What follows belongs to an exercise in optimizing a design on an open flow for small area, a short achievable clock period and few clock cycles; a production flow would make more cautious choices.
RTL that was checked went through simulation tests only; none was proved equivalent to the original.
The clock port is modelled as an ideal driver, which makes a skipped or thinned clock tree look cheaper than it is; a real chip needs a root buffer or a tree.
Power and IR drop assume default switching activity.

== north ==
==> flow/design.v (excerpt) <==
module axi4_lite_slave_wrapper #(
  parameter int ADDR_WIDTH = 32,
  parameter int DATA_WIDTH = 32
)(
  input  logic                      aclk,
  input  logic                      aresetn,
  input  logic [ADDR_WIDTH-1:0]     s_axi_awaddr,
  input  logic [2:0]                s_axi_awprot,
  input  logic                      s_axi_awvalid,
  output logic                      s_axi_awready,
  input  logic [DATA_WIDTH-1:0]     s_axi_wdata,
  input  logic [DATA_WIDTH/8-1:0]   s_axi_wstrb,
  input  logic                      s_axi_wvalid,
  output logic                      s_axi_wready,
  output logic [1:0]                s_axi_bresp,
  output logic                      s_axi_bvalid,
  input  logic                      s_axi_bready,
  input  logic [ADDR_WIDTH-1:0]     s_axi_araddr,
  input  logic [2:0]                s_axi_arprot,
  input  logic                      s_axi_arvalid,
  output logic                      s_axi_arready,
  output logic [DATA_WIDTH-1:0]     s_axi_rdata,
  output logic [1:0]                s_axi_rresp,
  output logic                      s_axi_rvalid,
  input  logic                      s_axi_rready
);
  axi4_lite_slave #(
    .ADDR_WIDTH (ADDR_WIDTH),
    .DATA_WIDTH (DATA_WIDTH)
  ) u_slave (
    .aclk    (aclk),           .aresetn (aresetn),
    .awaddr  (s_axi_awaddr),   .awprot  (s_axi_awprot),
    .awvalid (s_axi_awvalid),  .awready (s_axi_awready),
    .wdata   (s_axi_wdata),    .wstrb   (s_axi_wstrb),
    .wvalid  (s_axi_wvalid),   .wready  (s_axi_wready),
    .bresp   (s_axi_bresp),    .bvalid  (s_axi_bvalid),
    .bready  (s_axi_bready),
    .araddr  (s_axi_araddr),   .arprot  (s_axi_arprot),
    .arvalid (s_axi_arvalid),  .arready (s_axi_arready),
    .rdata   (s_axi_rdata),    .rresp   (s_axi_rresp),
  ...
Size in the first run: roughly 580 cells after synthesis, ~210 flip-flops, ~150 I/O pins, about 8300 µm² of cells after synthesis.
export LEC_CHECK = 0
export CAP_MARGIN = 20
export CORE_MARGIN = 2
export CORE_UTILIZATION = 40
export CTS_BUF_LIST = sky130_fd_sc_hd__clkbuf_4
export SETUP_SLACK_MARGIN = 1.4
export SLEW_MARGIN = 20
export TNS_END_PERCENT = 0
create_clock -name core_clock -period 3.0 [get_ports {aclk}]
standard.sh (not shown) runs the stock make flow with config.mk's settings and CLKGATE_MAP_FILE= SYNTH_SCRIPT=/design/flow/synth_recipe.tcl, a recipe that flattens the netlist after the stock synthesis.
==> flow/flow/run.sh <==
#!/bin/bash
# Standard ORFS layout, with buf_1 port buffers and resizing not tied to cell footprints.
set -euo pipefail
cd "$(dirname "$0")/.."
bash standard.sh \
  "BUFFER_PORTS_ARGS=-buffer_cell sky130_fd_sc_hd__buf_1" \
  MATCH_CELL_FOOTPRINT=0 \
  finish > flow_orfs.log 2>&1
north was carried through to the last stage, and its layout satisfied the timing, DRC and antenna checks.
Testbench counts of north, summed over its fixed seeds: cycles 3,216.
For south, these inputs were changed with respect to north:
Settings: CTS_CLUSTER_SIZE newly set to 30; CTS_BUF_LIST removed (was sky130_fd_sc_hd__clkbuf_4); CTS_CLUSTER_DIAMETER newly set to 200.
==> flow/run.sh (new file) <==
#!/bin/bash
# synth_recipe.tcl (not shown) runs the flow's synth.tcl, then flattens the netlist and writes it again
# the make line also repeats each setting of config.mk as NAME=value (left out here)
make -C /OpenROAD-flow-scripts/flow DESIGN_CONFIG=/design/flow/config.mk WORK_HOME=/design/flow/orfs CLKGATE_MAP_FILE= SYNTH_SCRIPT=/design/flow/synth_recipe.tcl finish
removed: flow/flow/run.sh
removed: flow/standard.sh
### Flow results
south against north: synthesized cell count roughly the same, count of non-CTS buffers in the layout higher, part of the power in the clock network lower, worst IR drop on VDD higher.
Measured against each other, north and south differ in minimum clock period, the lower figure coming from south.
Measured against each other, north and south differ in number of search-and-repair iterations in the first detailed-routing pass, the lower figure coming from north.
| total power | lower: south |
The inputs of east differ from those of south as listed below.
Settings: a deleted CTS_CLUSTER_SIZE that had been 30; a deleted CTS_CLUSTER_DIAMETER that had been 200.
==> flow/flow/run.sh (new file) <==
#!/bin/bash
# Standard ORFS layout, with buf_1 port buffers and resizing not tied to cell footprints.
set -euo pipefail
cd "$(dirname "$0")/.."
bash standard.sh \
  "BUFFER_PORTS_ARGS=-buffer_cell sky130_fd_sc_hd__buf_1" \
  MATCH_CELL_FOOTPRINT=0 \
  finish > flow_orfs.log 2>&1
==> flow/standard.sh (new file) <==
#!/bin/bash
# synth_recipe.tcl (not shown) runs the flow's synth.tcl, then flattens the netlist and writes it again
# the make line also repeats each setting of config.mk as NAME=value (left out here)
make -C /OpenROAD-flow-scripts/flow DESIGN_CONFIG=/design/flow/config.mk WORK_HOME=/design/flow/orfs CLKGATE_MAP_FILE= SYNTH_SCRIPT=/design/flow/synth_recipe.tcl "${@:-finish}"
removed: flow/run.sh
Results
- Non-clock buffer count: east vs south down 8.2%
- Total power up 10% in east wrt south
- Summary of east over south: largest net degree at the start of global routing increased 25%, worst setup slack increased 95 ps, multi-input gate area in the final layout decreased about 7%, global-route usage decreased 0.29 points, routed wire length decreased about 1.6%.
- Reported for east and south, count of multi-input gates turned out identical to the last digit.
- Total via count after detailed routing sits higher in east than in south.
#### Input delta (west over east)
Settings: CTS_CLUSTER_DIAMETER: unset -> 200; CTS_CLUSTER_SIZE: unset -> 30.
Notes after the runs:
- Summary of west over east: final instance area decreased by about 4% relative to the old numbers, worst setup slack saw little to no change, combinational group share of total power now larger.
- west gives less final wirelength than east did.
- Combinational power essentially unchanged between west and east.
- Total of clock buffers placed in the layout down 13 in west wrt east
- Going from east to west, part of the power in the clock network shrinks by 9.0 points.
- On west: clock insertion delay at the later pin of the skew report is 20 ps lower than what east gave.
Relative to west, the following input files were edited for middle:
Settings: ABC_CLOCK_PERIOD_IN_PS: unset -> 1000.
Results
- west -> middle: y dimension of the die delta 0, exact match
- Compared with west, in middle growth of design area from synthesis to finish roughly the same, multi-input combinational cell count held.
- middle and west ended up with nearly the same final number of hold-violating endpoints.
- There was hardly any difference in inserted tap cell count between middle and west.
- From west to middle, maximum frequency did not move at all.

Starting RTL as in the previous note.
clock: 3.0 ns
lec_check: 0
cap_margin: 20
core_margin: 2
core_utilization: 75
setup_slack_margin: 1.4
slew_margin: 20
tns_end_percent: 0
==> flow/flow/run.sh <==
#!/bin/bash
# Standard ORFS layout, with buf_1 port buffers, resizing not tied to cell
# footprints, and a hand-built two-level clock tree (flow/cts_pre.tcl).
set -euo pipefail
cd "$(dirname "$0")/.."
export FLOW_CTS_LEAVES=16
export FLOW_CTS_LEAF=sky130_fd_sc_hd__clkbuf_8
export FLOW_CTS_ROOT=sky130_fd_sc_hd__clkbuf_16
bash standard.sh \
  "BUFFER_PORTS_ARGS=-buffer_cell sky130_fd_sc_hd__buf_1" \
  MATCH_CELL_FOOTPRINT=0 \
  "PRE_CTS_TCL=$(pwd)/flow/cts_pre.tcl" \
  finish > flow_orfs.log 2>&1
Other scripts of this flow, unchanged in this note and not shown: flow/flow/clock_tree.tcl, flow/flow/cts_pre.tcl
Testbench counts at the start, summed over its fixed seeds: cycles 3,216.
Next try:
CORE_UTILIZATION = 40   (was 75)
Result: The changed run finished clean; cell area came out higher by 1.8%; sequential share of layout area came out lower by 1.0 points; total power hardly moves.
Next try:
CORE_UTILIZATION = 60   (was 40)
The new run completed without violations.
Via count grows by 1.3%.
Combinational power barely changes.
Design area falls by 1.2%.
Die area drops by 33%.
Global-route usage increases by 6.6 points.
Sequential power stays flat.
Wire length is lower by 8.5%.
Core utilization increases by 23 points.
Setup slack gets worse by 0.013 ns.
Hold slack loses 0.015 ns.
Sequential cell count is unchanged.
Next try:
ABC_AREA = 1   (was not set)
CORE_UTILIZATION = 40   (was 60)
The changed run produced a clean layout.
Via count rises by 15%.
Global-route usage fell by 6.9 points.
Wire length rises by 6.1%.
First-iteration DRC count goes down by 19%.
Setup slack improves by 0.013 ns.
Utilization shrinks by 23 points.
Next try:
ABC_AREA = not set   (was 1)
SETUP_SLACK_MARGIN = 1.6   (was 1.4)
Synthesized cell count went down by 34%.
Cell count went down by 22%.
Clock power is about the same.
Worst hold slack gets better by 0.025 ns.
Cell area rose by 0.90%.
Wire length rises by 3.5%.
No run of this note takes its clock network from TritonCTS; it comes from the design's own scripts or RTL.

axi4_lite_slave_wrapper, a different RTL version from the one above (not shown whole).
For scale: about 200 flip-flops, about 150 I/O pins, roughly 8400 sq um of cells after synthesis.
==> flow/config.mk <==
export PLATFORM = sky130hd
export DESIGN_NAME = axi4_lite_slave_wrapper
export DESIGN_NICKNAME = axi4_lite_slave_wrapper
export VERILOG_FILES = /design/flow/design.v
export SDC_FILE = /design/flow/constraint.sdc
export NUM_CORES = 4
export LEC_CHECK = 0
export CAP_MARGIN = 20
export CORE_MARGIN = 2
export CORE_UTILIZATION = 40
export SETUP_SLACK_MARGIN = 1.45
export SLEW_MARGIN = 20
export SYNTH_HIERARCHICAL = 1
export TNS_END_PERCENT = 0
==> flow/constraint.sdc <==
create_clock -name core_clock -period 3.0 [get_ports {aclk}]
set_input_delay 0.6000 -clock core_clock [delete_from_list [all_inputs] [get_ports {aclk}]]
set_output_delay 0.6000 -clock core_clock [all_outputs]
set_load 0.01 [all_outputs]
==> flow/flow/run.sh <==
#!/bin/bash
# Standard ORFS layout, with buf_1 port buffers, resizing not tied to cell
# footprints, a hand-built clock tree (port -> 4 -> 16 buffers) (flow/cts_pre.tcl) and
# stronger drives on high-fanout logic (flow/cts_post.tcl).
set -euo pipefail
cd "$(dirname "$0")/.."
export FLOW_CTS_LEAVES=16
export FLOW_CTS_LEAF=sky130_fd_sc_hd__clkbuf_8
export FLOW_CTS_MIDS=4
export FLOW_CTS_MID=sky130_fd_sc_hd__clkbuf_8
bash standard.sh \
  "BUFFER_PORTS_ARGS=-buffer_cell sky130_fd_sc_hd__buf_1" \
  MATCH_CELL_FOOTPRINT=0 \
  "PRE_CTS_TCL=$(pwd)/flow/cts_pre.tcl" \
  "POST_CTS_TCL=$(pwd)/flow/cts_post.tcl" \
  finish > flow_orfs.log 2>&1
==> flow/flow/cts_post.tcl <==
# Sourced by ORFS's cts.tcl (POST_CTS_TCL) after its timing repair: gives a
# stronger drive to single-drive logic cells that fan out to four or more
# pins (the wide enables and selects) and to buffers that fan out to six or
# more, then legalises the placement again.
set my_n 0
foreach inst [get_cells *] {
  set m [get_property $inst ref_name]
  if {![regexp {^sky130_fd_sc_hd__(nand|nor|and|or|a2|a3|o2|o3|inv|buf|mux2)[a-z0-9_]*_1$} $m]} continue
  set out [get_pins -of_objects $inst -filter "direction==output"]
  set fo [llength [get_pins -of_objects [get_nets -of_objects $out] -filter "direction==input"]]
  if {$fo < 4} continue
  regsub {_1$} $m {_2} m2
  set lc [get_lib_cells -quiet */$m2]
  if {[llength $lc]} { replace_cell $inst $lc; incr my_n }
}
# buffers that fan out to six or more pins (port buffers and the buffers
# placement added after them) get a buf_8
foreach inst [get_cells *] {
  set m [get_property $inst ref_name]
  if {![regexp {^sky130_fd_sc_hd__(buf|clkbuf)_[124]$} $m]} continue
  if {[string match cts_* [get_full_name $inst]]} continue
  set out [get_pins -of_objects $inst -filter "direction==output"]
  set fo [llength [get_pins -of_objects [get_nets -of_objects $out] -filter "direction==input"]]
  if {$fo < 6} continue
  set lc [get_lib_cells -quiet */sky130_fd_sc_hd__buf_8]
  if {[llength $lc]} { replace_cell $inst $lc; incr my_n }
}
puts "cts_post.tcl: upsized $my_n cells"
detailed_placement
estimate_parasitics -placement
Other scripts of this flow, unchanged in this note and not shown: flow/flow/clock_tree.tcl, flow/flow/cts_pre.tcl
Then changed:
SETUP_SLACK_MARGIN = 1.55   (was 1.45)
The new run passed the timing, DRC and antenna checks. Fmax climbs by 1.9%. Power hardly moves. Area after synthesis stays the same. Sequential power hardly moves. Critical path depth climbs by 1.
Then changed:
--- a/flow/flow/run.sh
+++ b/flow/flow/run.sh
@@ -3,2 +3 @@
-# footprints, a hand-built clock tree (port -> 4 -> 16 buffers) (flow/cts_pre.tcl) and
-# stronger drives on high-fanout logic (flow/cts_post.tcl).
+# footprints and a hand-built clock tree (port -> 4 -> 16 buffers, flow/cts_pre.tcl).
@@ -15 +13,0 @@
-  "POST_CTS_TCL=$(pwd)/flow/cts_post.tcl" \
SETUP_SLACK_MARGIN = 1.5   (was 1.55)
removed: flow/flow/cts_post.tcl
After rerunning:
- sequential share of layout area climbs by 0.63 points
- cell area goes down by 1.2%
- global-route usage stays flat
- via count increases by 0.31%
- worst hold slack improves by 120 ps
- worst setup slack is about the same
- synthesized area stays the same
- cell count barely changes
- die area stays the same
No run of this note included a check of the RTL's function; only the layout flow was run. In every run of this note, the design's own scripts or RTL, not TritonCTS, make the clock network.

[static timing again, ports no longer ideal]
How much do the figures lean on ideal ports? The routed layouts below were timed once more, with nothing changed but the port constraints. Step 1, drivers: a clkbuf_16 drives aclk and a buf_2 each remaining input, both assumed. Step 2 moves the port delays by t, midway between the first and last clock arrival at a register: inputs arrive t later, outputs are due t later. That takes back most of the time a late clock gives input paths. Slacks: ideal / step 1 / step 2; pairs: ideal / step 1.
run	shift t [ns]	setup WS [ns]	hold WS [ns]	worst setup path at the end	worst slew at a driven data input, ns
north	0.665	1.196 / 1.158 / 0.866	0.272 / 0.264 / 0.461	input to register	0.06
south	0.507	1.252 / 1.206 / 0.813	0.100 / 0.095 / 0.461	input to register	0.07
east	0.527	1.347 / 1.302 / 0.956	0.152 / 0.133 / 0.460	input to register	0.07
west	0.508	1.344 / 1.300 / 0.959	0.161 / 0.143 / 0.469	input to register	0.07
middle	0.508	1.344 / 1.300 / 0.959	0.161 / 0.143 / 0.469	input to register	0.07
the first run of note 2	0.428	1.377 / 1.377 / 0.962	0.101 / 0.088 / 0.467	input to register	0.06
the second run of note 2	0.451	1.406 / 1.359 / 1.030	0.241 / 0.220 / 0.466	input to register	0.07
the third run of note 2	0.429	1.393 / 1.393 / 1.010	0.226 / 0.213 / 0.464	input to register	0.07
the fourth run of note 2	0.456	1.406 / 1.361 / 0.928	0.215 / 0.194 / 0.464	input to register	0.07
the fifth run of note 2	0.453	1.408 / 1.361 / 1.045	0.240 / 0.219 / 0.466	input to register	0.07
the first run of note 3	0.377	1.391 / 1.391 / 1.126	0.127 / 0.101 / 0.463	input to register	0.08
the second run of note 3	0.376	1.421 / 1.421 / 1.164	0.127 / 0.101 / 0.464	input to register	0.08
the third run of note 3	0.378	1.418 / 1.418 / 1.106	0.245 / 0.191 / 0.464	input to register	0.08
After both steps every run listed still meets setup and hold. For the fourth run of note 2, which loses most, drivers alone change the setup slack by -0.045 ns; drivers and shift together by -0.478 ns.
